What follows belongs to an exercise in optimizing a design on an open flow for small area and a short achievable clock period; a production flow would make more cautious choices.
RTL that was checked went through simulation tests only; none was proved equivalent to the original.
Power is estimated from default activity; no workload was simulated.

==> exp/juniper: inputs <==
Design DCIM, start of the top module:
module DCIM (
    input clk,
    input rst_n,
    input in_valid,
    input [127:0] in_data1,
    input [127:0] in_data2,
    input [127:0] in_data3,
    input [127:0] in_data4,
    output reg out_valid,
    output reg [12:0] O1,
    output reg [12:0] O2,
    output reg [12:0] O3,
    output reg [12:0] O4
);
reg [5:1] v;
reg [1:0] cnt;
reg l5, l6;
reg keepa1, keepc1;
reg keepa2, keepc2;
reg keepa3, keepc3;
reg keepa4, keepc4;
always @(posedge clk or negedge rst_n) begin
    if (!rst_n) begin
        v <= 5'd0; cnt <= 2'd0; l5 <= 1'b0; l6 <= 1'b0; out_valid <= 1'b0; O1 <= 13'd0; keepa1 <= 1'b0; keepc1 <= 1'b0; O2 <= 13'd0; keepa2 <= 1'b0; keepc2 <= 1'b0; O3 <= 13'd0; keepa3 <= 1'b0; keepc3 <= 1'b0; O4 <= 13'd0; keepa4 <= 1'b0; keepc4 <= 1'b0;
    end else begin
        v <= {v[4:1], in_valid};
        if (v[5]) cnt <= cnt + 2'd1;
        if (v[5]) begin keepa1 <= ~(&cnt); keepc1 <= ~(&cnt); end
        if (v[5]) begin keepa2 <= ~(&cnt); keepc2 <= ~(&cnt); end
        if (v[5]) begin keepa3 <= ~(&cnt); keepc3 <= ~(&cnt); end
        if (v[5]) begin keepa4 <= ~(&cnt); keepc4 <= ~(&cnt); end
        l5 <= v[5] & (&cnt);
        l6 <= l5;
        out_valid <= l6;
        O1 <= l6 ? Q1 : 13'd0;
        O2 <= l6 ? Q2 : 13'd0;
        O3 <= l6 ? Q3 : 13'd0;
  ...
Settings: LEC_CHECK=0, CAP_MARGIN=20, CORE_MARGIN=2, CORE_UTILIZATION=40, SETUP_SLACK_MARGIN=0.8, SLEW_MARGIN=20; clock period 2.4 ns.
standard.sh (not shown) runs the stock make flow with config.mk's settings and CLKGATE_MAP_FILE= SYNTH_SCRIPT=/design/flow/synth_recipe.tcl, a recipe that flattens the netlist after the stock synthesis.
==> flow/flow/run.sh <==
#!/bin/bash
# Standard ORFS layout with two changes:
#  - SYNTH_ARGS=-noabc: skip the abc -fast inside Yosys's generic synth, so the
#    full adders written in the RTL reach extract_fa in their plain polarity
#    (no inverters around every full adder); the final liberty abc still runs.
#  - port buffers use buf_1.
set -euo pipefail
bash standard.sh SYNTH_ARGS=-noabc "BUFFER_PORTS_ARGS=-buffer_cell sky130_fd_sc_hd__buf_1" finish > flow_make.log 2>&1
==> exp/amber: changes against exp/juniper <==
Settings changed: SETUP_SLACK_MARGIN 0.8 to 1.0.
==> comparison table <==
	exp/juniper	exp/amber
Count of nets after finishing	3400	3418
Routed met1 length	21620 um	21120 um
Pwr Total	45.66 mW	46.20 mW
Maximum fanout along the worst path	1	16
# Post-CTS Setup Buffers	28	36
Maximum vdd drop	0.0005726 V	0.0005303 V
R2r worst-path depth	4	3
Routability-driven placement congestion ratio	0.9580	0.8696
Final worst slack	0.7382 ns	0.7648 ns
Vias in the first global route	16490	16590
Maximum number of pins on one net before global-route repair	49	44
NetSw	13.73 mW	13.96 mW
Multi-input combinational cell area	14290 sq um	14870 sq um
Outcome	no timing/DRC/antenna violations	no timing/DRC/antenna violations
GR Layer Usage met2	0.2499	0.2496
Post-layout instance count excluding filler cells	3276	3297
Routed wire length	52950 um	51810 um
Flop pwr share	0.447	0.444
Post-Place Setup Slack	0.2346 ns	0.2521 ns
Startpoint of the most critical hold path	in_data2[124]	in_data3[124]
Growth of design area from synthesis to finish	24.73%	28.75%
Critical register-to-register path endpoint	Pz3_0[3]$_DFF_P_	as1[4]$_DFFE_PP_
Global Route met3 Usage	0.03282	0.02362
Comb power	13.7 mW	14.8 mW
Worst setup startpoint	O2[5]$_DFF_PN0_	keepa2$_DFFE_PN0P_
End point of the worst hold path	p2_r0[0]$_DFF_P_	p3_r0[0]$_DFF_P_
Post-DP HPWL	43040 um	41390 um

========
==> v6 <==
Another version of the RTL of DCIM (not shown whole).
export LEC_CHECK = 0
export CAP_MARGIN = 20
export CORE_MARGIN = 2
export CORE_UTILIZATION = 60
export CTS_CLUSTER_DIAMETER = 80
export CTS_CLUSTER_SIZE = 30
export SETUP_SLACK_MARGIN = 0.8
export SLEW_MARGIN = 20
create_clock -name core_clock -period 2.4 [get_ports {clk}]
Scripts as last shown in full above: flow/flow/run.sh
==> v23 (differences from v6) <==
CTS_CLUSTER_DIAMETER = not set   (was 80)
CTS_CLUSTER_SIZE = not set   (was 30)
==> results.txt <==
Met2 wire len: v23 34,920 um; v6 32,480 um
Shortest clock period the worst path allows after layout: v23 1670 ps; v6 1645 ps
Buffers outside the clock class: v23 583; v6 585
Post-layout worst setup margin: v23 730.3 ps; v6 755.1 ps
Post-route fraction of the period consumed by the critical path: v23 69.57%; v6 68.54%
Multi-input gate share of total cell area: v23 41.42%; v6 43.06%
Summed area of non-filler cells in the final layout: v23 34,130 um^2; v6 32,830 um^2
Routed length per instance: v23 21.32 um; v6 20.41 um
Clock power frac: v23 22.7%; v6 14.3%
Buffering overhead: v23 7.135%; v6 7.471%
Peak supply drop: v23 1.114 mV; v6 0.8230 mV
Overall via count from detail_route: v23 14.65k; v6 14.15k
Met1 routing resource usage after global routing: v23 30.42%; v6 30.29%
CP max stage delay: v23 420 ps; v6 440 ps
Net switching component of the power: v23 14.21 mW; v6 13.08 mW
Peak Freq: v23 0.5989 GHz; v6 0.6080 GHz
Slew margin rel.: v23 39.76%; v6 39.63%
Number of vias per cell after detailed routing: v23 4.991; v6 4.940
Status: v23 no timing/DRC/antenna violations; v6 no timing/DRC/antenna violations

========
==> 08-04: inputs <==
DCIM, a different RTL version from the one above (not shown whole).
// DCIM
module DCIM (
    input clk,
    input rst_n,
    input in_valid,
    input [127:0] in_data1,
    input [127:0] in_data2,
    input [127:0] in_data3,
    input [127:0] in_data4,
    output reg out_valid,
    output reg [12:0] O1,
    output reg [12:0] O2,
    output reg [12:0] O3,
    output reg [12:0] O4
);
export LEC_CHECK = 0
export CAP_MARGIN = 20
export CORE_MARGIN = 2
export CORE_UTILIZATION = 60
export CTS_CLUSTER_DIAMETER = 80
export CTS_CLUSTER_SIZE = 30
export GPL_TIMING_DRIVEN = 0
export SETUP_SLACK_MARGIN = 0.8
export SLEW_MARGIN = 20
create_clock -name core_clock -period 2.4 [get_ports {clk}]
Scripts as last shown in full above: flow/flow/run.sh
==> 11-11 (differences from 08-04) <==
--- a/flow/design.v
+++ b/flow/design.v
@@ -267,22 +267,22 @@
 wire c1_s111 = p1_r1[16] ^ p1_r1[17] ^ p1_r1[18];
 wire c1_c111 = (p1_r1[16] & p1_r1[17]) | (p1_r1[18] & (p1_r1[16] ^ p1_r1[17]));
 wire c1_s112 = p1_r1[19] ^ p1_r1[20] ^ c1_c109;
 wire c1_c112 = (p1_r1[19] & p1_r1[20]) | (c1_c109 & (p1_r1[19] ^ p1_r1[20]));
 wire c1_s113 = p1_r1[21] ^ p1_r1[22] ^ p1_r1[23];
 wire c1_c113 = (p1_r1[21] & p1_r1[22]) | (p1_r1[23] & (p1_r1[21] ^ p1_r1[22]));
-wire c1_s114 = c1_c111 ^ c1_s113 ^ c1_c112;
-wire c1_c114 = (c1_c111 & c1_s113) | (c1_c112 & (c1_c111 ^ c1_s113));
-reg [13:0] p1_r2;
-always @(posedge clk) p1_r2 <= {c1_c114, c1_c113, c1_s114, c1_s112, c1_c110, c1_s111, c1_s110, c1_c108, c1_s109, c1_s108, c1_s105, p1_r1[2], p1_r1[1], p1_r1[0]};
-wire c1_s115 = p1_r2[5] ^ p1_r2[6] ^ p1_r2[7];
-wire c1_c115 = (p1_r2[5] & p1_r2[6]) | (p1_r2[7] & (p1_r2[5] ^ p1_r2[6]));
-wire c1_s116 = p1_r2[8] ^ p1_r2[9] ^ p1_r2[10];
-wire c1_c116 = (p1_r2[8] & p1_r2[9]) | (p1_r2[10] & (p1_r2[8] ^ p1_r2[9]));
+reg [14:0] p1_r2;
+always @(posedge clk) p1_r2 <= {c1_c113, c1_c112, c1_s113, c1_c111, c1_s112, c1_c110, c1_s111, c1_s110, c1_c108, c1_s109, c1_s108, c1_s105, p1_r1[2], p1_r1[1], p1_r1[0]};
+wire c1_s114 = p1_r2[5] ^ p1_r2[6] ^ p1_r2[7];
+wire c1_c114 = (p1_r2[5] & p1_r2[6]) | (p1_r2[7] & (p1_r2[5] ^ p1_r2[6]));
+wire c1_s115 = p1_r2[8] ^ p1_r2[9] ^ p1_r2[10];
+wire c1_c115 = (p1_r2[8] & p1_r2[9]) | (p1_r2[10] & (p1_r2[8] ^ p1_r2[9]));
+wire c1_s116 = p1_r2[11] ^ p1_r2[12] ^ p1_r2[13];
+wire c1_c116 = (p1_r2[11] & p1_r2[12]) | (p1_r2[13] & (p1_r2[11] ^ p1_r2[12]));
 reg [11:0] p1_r3;
-always @(posedge clk) p1_r3 <= {p1_r2[13], p1_r2[12], c1_c116, p1_r2[11], c1_s116, c1_c115, c1_s115, p1_r2[4], p1_r2[3], p1_r2[2], p1_r2[1], p1_r2[0]};
+always @(posedge clk) p1_r3 <= {c1_c116, p1_r2[14], c1_s116, c1_c115, c1_s115, c1_c114, c1_s114, p1_r2[4], p1_r2[3], p1_r2[2], p1_r2[1], p1_r2[0]};
 wire S1_w_g0 = p1_r3[0] & p1_r3[1];
 wire S1_w_p0 = p1_r3[0] ^ p1_r3[1];
 wire S1_w_g5 = p1_r3[6] & p1_r3[7];
 wire S1_w_p5 = p1_r3[6] ^ p1_r3[7];
 wire S1_w_g6 = p1_r3[8] & p1_r3[9];
 wire S1_w_p6 = p1_r3[8] ^ p1_r3[9];
@@ -718,22 +718,22 @@
 wire c2_s111 = p2_r1[16] ^ p2_r1[17] ^ p2_r1[18];
 wire c2_c111 = (p2_r1[16] & p2_r1[17]) | (p2_r1[18] & (p2_r1[16] ^ p2_r1[17]));
 wire c2_s112 = p2_r1[19] ^ p2_r1[20] ^ c2_c109;
 wire c2_c112 = (p2_r1[19] & p2_r1[20]) | (c2_c109 & (p2_r1[19] ^ p2_r1[20]));
 wire c2_s113 = p2_r1[21] ^ p2_r1[22] ^ p2_r1[23];
 wire c2_c113 = (p2_r1[21] & p2_r1[22]) | (p2_r1[23] & (p2_r1[21] ^ p2_r1[22]));
-wire c2_s114 = c2_c111 ^ c2_s113 ^ c2_c112;
-wire c2_c114 = (c2_c111 & c2_s113) | (c2_c112 & (c2_c111 ^ c2_s113));
-reg [13:0] p2_r2;
-always @(posedge clk) p2_r2 <= {c2_c114, c2_c113, c2_s114, c2_s112, c2_c110, c2_s111, c2_s110, c2_c108, c2_s109, c2_s108, c2_s105, p2_r1[2], p2_r1[1], p2_r1[0]};
-wire c2_s115 = p2_r2[5] ^ p2_r2[6] ^ p2_r2[7];
-wire c2_c115 = (p2_r2[5] & p2_r2[6]) | (p2_r2[7] & (p2_r2[5] ^ p2_r2[6]));
-wire c2_s116 = p2_r2[8] ^ p2_r2[9] ^ p2_r2[10];
-wire c2_c116 = (p2_r2[8] & p2_r2[9]) | (p2_r2[10] & (p2_r2[8] ^ p2_r2[9]));
+reg [14:0] p2_r2;
+always @(posedge clk) p2_r2 <= {c2_c113, c2_c112, c2_s113, c2_c111, c2_s112, c2_c110, c2_s111, c2_s110, c2_c108, c2_s109, c2_s108, c2_s105, p2_r1[2], p2_r1[1], p2_r1[0]};
+wire c2_s114 = p2_r2[5] ^ p2_r2[6] ^ p2_r2[7];
+wire c2_c114 = (p2_r2[5] & p2_r2[6]) | (p2_r2[7] & (p2_r2[5] ^ p2_r2[6]));
+wire c2_s115 = p2_r2[8] ^ p2_r2[9] ^ p2_r2[10];
+wire c2_c115 = (p2_r2[8] & p2_r2[9]) | (p2_r2[10] & (p2_r2[8] ^ p2_r2[9]));
+wire c2_s116 = p2_r2[11] ^ p2_r2[12] ^ p2_r2[13];
+wire c2_c116 = (p2_r2[11] & p2_r2[12]) | (p2_r2[13] & (p2_r2[11] ^ p2_r2[12]));
 reg [11:0] p2_r3;
-always @(posedge clk) p2_r3 <= {p2_r2[13], p2_r2[12], c2_c116, p2_r2[11], c2_s116, c2_c115, c2_s115, p2_r2[4], p2_r2[3], p2_r2[2], p2_r2[1], p2_r2[0]};
+always @(posedge clk) p2_r3 <= {c2_c116, p2_r2[14], c2_s116, c2_c115, c2_s115, c2_c114, c2_s114, p2_r2[4], p2_r2[3], p2_r2[2], p2_r2[1], p2_r2[0]};
 wire S2_w_g0 = p2_r3[0] & p2_r3[1];
 wire S2_w_p0 = p2_r3[0] ^ p2_r3[1];
 wire S2_w_g5 = p2_r3[6] & p2_r3[7];
 wire S2_w_p5 = p2_r3[6] ^ p2_r3[7];
 wire S2_w_g6 = p2_r3[8] & p2_r3[9];
 wire S2_w_p6 = p2_r3[8] ^ p2_r3[9];
@@ -1169,22 +1169,22 @@
 wire c3_s111 = p3_r1[16] ^ p3_r1[17] ^ p3_r1[18];
 wire c3_c111 = (p3_r1[16] & p3_r1[17]) | (p3_r1[18] & (p3_r1[16] ^ p3_r1[17]));
 wire c3_s112 = p3_r1[19] ^ p3_r1[20] ^ c3_c109;
 wire c3_c112 = (p3_r1[19] & p3_r1[20]) | (c3_c109 & (p3_r1[19] ^ p3_r1[20]));
 wire c3_s113 = p3_r1[21] ^ p3_r1[22] ^ p3_r1[23];
 wire c3_c113 = (p3_r1[21] & p3_r1[22]) | (p3_r1[23] & (p3_r1[21] ^ p3_r1[22]));
-wire c3_s114 = c3_c111 ^ c3_s113 ^ c3_c112;
-wire c3_c114 = (c3_c111 & c3_s113) | (c3_c112 & (c3_c111 ^ c3_s113));
-reg [13:0] p3_r2;
-always @(posedge clk) p3_r2 <= {c3_c114, c3_c113, c3_s114, c3_s112, c3_c110, c3_s111, c3_s110, c3_c108, c3_s109, c3_s108, c3_s105, p3_r1[2], p3_r1[1], p3_r1[0]};
-wire c3_s115 = p3_r2[5] ^ p3_r2[6] ^ p3_r2[7];
-wire c3_c115 = (p3_r2[5] & p3_r2[6]) | (p3_r2[7] & (p3_r2[5] ^ p3_r2[6]));
-wire c3_s116 = p3_r2[8] ^ p3_r2[9] ^ p3_r2[10];
-wire c3_c116 = (p3_r2[8] & p3_r2[9]) | (p3_r2[10] & (p3_r2[8] ^ p3_r2[9]));
+reg [14:0] p3_r2;
+always @(posedge clk) p3_r2 <= {c3_c113, c3_c112, c3_s113, c3_c111, c3_s112, c3_c110, c3_s111, c3_s110, c3_c108, c3_s109, c3_s108, c3_s105, p3_r1[2], p3_r1[1], p3_r1[0]};
+wire c3_s114 = p3_r2[5] ^ p3_r2[6] ^ p3_r2[7];
+wire c3_c114 = (p3_r2[5] & p3_r2[6]) | (p3_r2[7] & (p3_r2[5] ^ p3_r2[6]));
+wire c3_s115 = p3_r2[8] ^ p3_r2[9] ^ p3_r2[10];
+wire c3_c115 = (p3_r2[8] & p3_r2[9]) | (p3_r2[10] & (p3_r2[8] ^ p3_r2[9]));
+wire c3_s116 = p3_r2[11] ^ p3_r2[12] ^ p3_r2[13];
+wire c3_c116 = (p3_r2[11] & p3_r2[12]) | (p3_r2[13] & (p3_r2[11] ^ p3_r2[12]));
 reg [11:0] p3_r3;
-always @(posedge clk) p3_r3 <= {p3_r2[13], p3_r2[12], c3_c116, p3_r2[11], c3_s116, c3_c115, c3_s115, p3_r2[4], p3_r2[3], p3_r2[2], p3_r2[1], p3_r2[0]};
+always @(posedge clk) p3_r3 <= {c3_c116, p3_r2[14], c3_s116, c3_c115, c3_s115, c3_c114, c3_s114, p3_r2[4], p3_r2[3], p3_r2[2], p3_r2[1], p3_r2[0]};
 wire S3_w_g0 = p3_r3[0] & p3_r3[1];
 wire S3_w_p0 = p3_r3[0] ^ p3_r3[1];
 wire S3_w_g5 = p3_r3[6] & p3_r3[7];
 wire S3_w_p5 = p3_r3[6] ^ p3_r3[7];
 wire S3_w_g6 = p3_r3[8] & p3_r3[9];
 wire S3_w_p6 = p3_r3[8] ^ p3_r3[9];
@@ -1620,22 +1620,22 @@
 wire c4_s111 = p4_r1[16] ^ p4_r1[17] ^ p4_r1[18];
 wire c4_c111 = (p4_r1[16] & p4_r1[17]) | (p4_r1[18] & (p4_r1[16] ^ p4_r1[17]));
 wire c4_s112 = p4_r1[19] ^ p4_r1[20] ^ c4_c109;
 wire c4_c112 = (p4_r1[19] & p4_r1[20]) | (c4_c109 & (p4_r1[19] ^ p4_r1[20]));
 wire c4_s113 = p4_r1[21] ^ p4_r1[22] ^ p4_r1[23];
 wire c4_c113 = (p4_r1[21] & p4_r1[22]) | (p4_r1[23] & (p4_r1[21] ^ p4_r1[22]));
-wire c4_s114 = c4_c111 ^ c4_s113 ^ c4_c112;
-wire c4_c114 = (c4_c111 & c4_s113) | (c4_c112 & (c4_c111 ^ c4_s113));
-reg [13:0] p4_r2;
-always @(posedge clk) p4_r2 <= {c4_c114, c4_c113, c4_s114, c4_s112, c4_c110, c4_s111, c4_s110, c4_c108, c4_s109, c4_s108, c4_s105, p4_r1[2], p4_r1[1], p4_r1[0]};
-wire c4_s115 = p4_r2[5] ^ p4_r2[6] ^ p4_r2[7];
-wire c4_c115 = (p4_r2[5] & p4_r2[6]) | (p4_r2[7] & (p4_r2[5] ^ p4_r2[6]));
-wire c4_s116 = p4_r2[8] ^ p4_r2[9] ^ p4_r2[10];
-wire c4_c116 = (p4_r2[8] & p4_r2[9]) | (p4_r2[10] & (p4_r2[8] ^ p4_r2[9]));
+reg [14:0] p4_r2;
+always @(posedge clk) p4_r2 <= {c4_c113, c4_c112, c4_s113, c4_c111, c4_s112, c4_c110, c4_s111, c4_s110, c4_c108, c4_s109, c4_s108, c4_s105, p4_r1[2], p4_r1[1], p4_r1[0]};
+wire c4_s114 = p4_r2[5] ^ p4_r2[6] ^ p4_r2[7];
+wire c4_c114 = (p4_r2[5] & p4_r2[6]) | (p4_r2[7] & (p4_r2[5] ^ p4_r2[6]));
+wire c4_s115 = p4_r2[8] ^ p4_r2[9] ^ p4_r2[10];
+wire c4_c115 = (p4_r2[8] & p4_r2[9]) | (p4_r2[10] & (p4_r2[8] ^ p4_r2[9]));
+wire c4_s116 = p4_r2[11] ^ p4_r2[12] ^ p4_r2[13];
+wire c4_c116 = (p4_r2[11] & p4_r2[12]) | (p4_r2[13] & (p4_r2[11] ^ p4_r2[12]));
 reg [11:0] p4_r3;
-always @(posedge clk) p4_r3 <= {p4_r2[13], p4_r2[12], c4_c116, p4_r2[11], c4_s116, c4_c115, c4_s115, p4_r2[4], p4_r2[3], p4_r2[2], p4_r2[1], p4_r2[0]};
+always @(posedge clk) p4_r3 <= {c4_c116, p4_r2[14], c4_s116, c4_c115, c4_s115, c4_c114, c4_s114, p4_r2[4], p4_r2[3], p4_r2[2], p4_r2[1], p4_r2[0]};
 wire S4_w_g0 = p4_r3[0] & p4_r3[1];
 wire S4_w_p0 = p4_r3[0] ^ p4_r3[1];
 wire S4_w_g5 = p4_r3[6] & p4_r3[7];
 wire S4_w_p5 = p4_r3[6] ^ p4_r3[7];
 wire S4_w_g6 = p4_r3[8] & p4_r3[9];
 wire S4_w_p6 = p4_r3[8] ^ p4_r3[9];
==> flow/config.mk (replaced) <==
export PLATFORM = sky130hd
export DESIGN_NAME = DCIM
export DESIGN_NICKNAME = DCIM
export VERILOG_FILES = /design/flow/design.v
export SDC_FILE = /design/flow/constraint.sdc
export NUM_CORES = 4
export LEC_CHECK = 0
export CAP_MARGIN = 20
export CORE_MARGIN = 2
export CORE_UTILIZATION = 66
export CTS_CLUSTER_DIAMETER = 80
export CTS_CLUSTER_SIZE = 30
export SETUP_SLACK_MARGIN = 0.8
export SLEW_MARGIN = 20
==> results.txt <==
Post-layout instance count excluding filler cells: 11-11 2797; 08-04 2882
Routed vias/inst: 11-11 5.30; 08-04 4.81
Hold path start: 11-11 in_data1[124]; 08-04 in_data2[124]
Crit path buffers/inverters: 11-11 1; 08-04 0
Setup crit end kind: 11-11 output port; 08-04 register
Summed instance area of the synthesized netlist: 11-11 28200 µm²; 08-04 28100 µm²
Total clock buffers created by CTS: 11-11 27; 08-04 26
Shortest period the worst path allows: 11-11 1.67 ns; 08-04 1.65 ns
Adder-Cell Fraction of Synth Area: 11-11 39.0%; 08-04 39.1%
Switch Pwr: 11-11 14.0 mW; 08-04 12.5 mW
Multi-input logic portion of the cell area: 11-11 43.4%; 08-04 43.2%
Final WL: 11-11 65.9 mm; 08-04 48.6 mm
Met3 routed WL: 11-11 2.66 mm; 08-04 1.87 mm
Data arrival time at the worst-slack endpoint: 11-11 1.19 ns; 08-04 2.10 ns
Result of the run: 11-11 no timing/DRC/antenna violations; 08-04 no timing/DRC/antenna violations
Total number of vias: 11-11 14800; 08-04 13900
Share of synthesized cell area in and, or, nand and nor gates: 11-11 4.02%; 08-04 4.04%
Sequential Area: 11-11 14500 µm²; 08-04 14500 µm²
Only the layout flow was run in 08-04; the RTL was not checked for function there.

separate check: timing with driven ports:
In the flow no input, the clock included, has a driving cell. The finished layouts below were timed again as built, in two steps.
Step 1 sets driving cells, clkbuf_16 on the clock port and buf_2 on the other inputs (assumed; they add their load-dependent delay and slew).
Step 2 also shifts input and output timing later by t, the mid clock arrival at the registers, as if the neighbouring blocks saw the same clock.
a / b / c = ideal ports / drivers / drivers and shift; a / b = the first two.
run	t, ns	setup slack, ns	hold slack, ns	worst setup path after step 2	slew at the worst register clock pin (ns)	pins driven straight from the clock port
exp/juniper	0.641	0.738 / 0.676 / 0.228	0.209 / 0.178 / 0.323	input to register	0.06 / 0.06	1
exp/amber	0.633	0.765 / 0.760 / 0.213	0.262 / 0.233 / 0.321	input to register	0.06 / 0.06	1
v6	0.661	0.755 / 0.690 / 0.178	0.013 / -0.026 / 0.331	input to register	0.11 / 0.11	1
v23	0.670	0.730 / 0.667 / 0.142	0.021 / -0.015 / 0.326	input to register	0.07 / 0.07	1
08-04	0.639	0.748 / 0.732 / 0.176	0.220 / 0.190 / 0.329	input to register	0.11 / 0.11	1
11-11	0.640	0.730 / 0.664 / 0.107	0.230 / 0.192 / 0.333	input to register	0.11 / 0.11	1
After both steps setup and hold are still met in every run listed. For 11-11, which loses most, drivers alone change the setup slack by -0.066 ns; drivers and shift together by -0.623 ns.
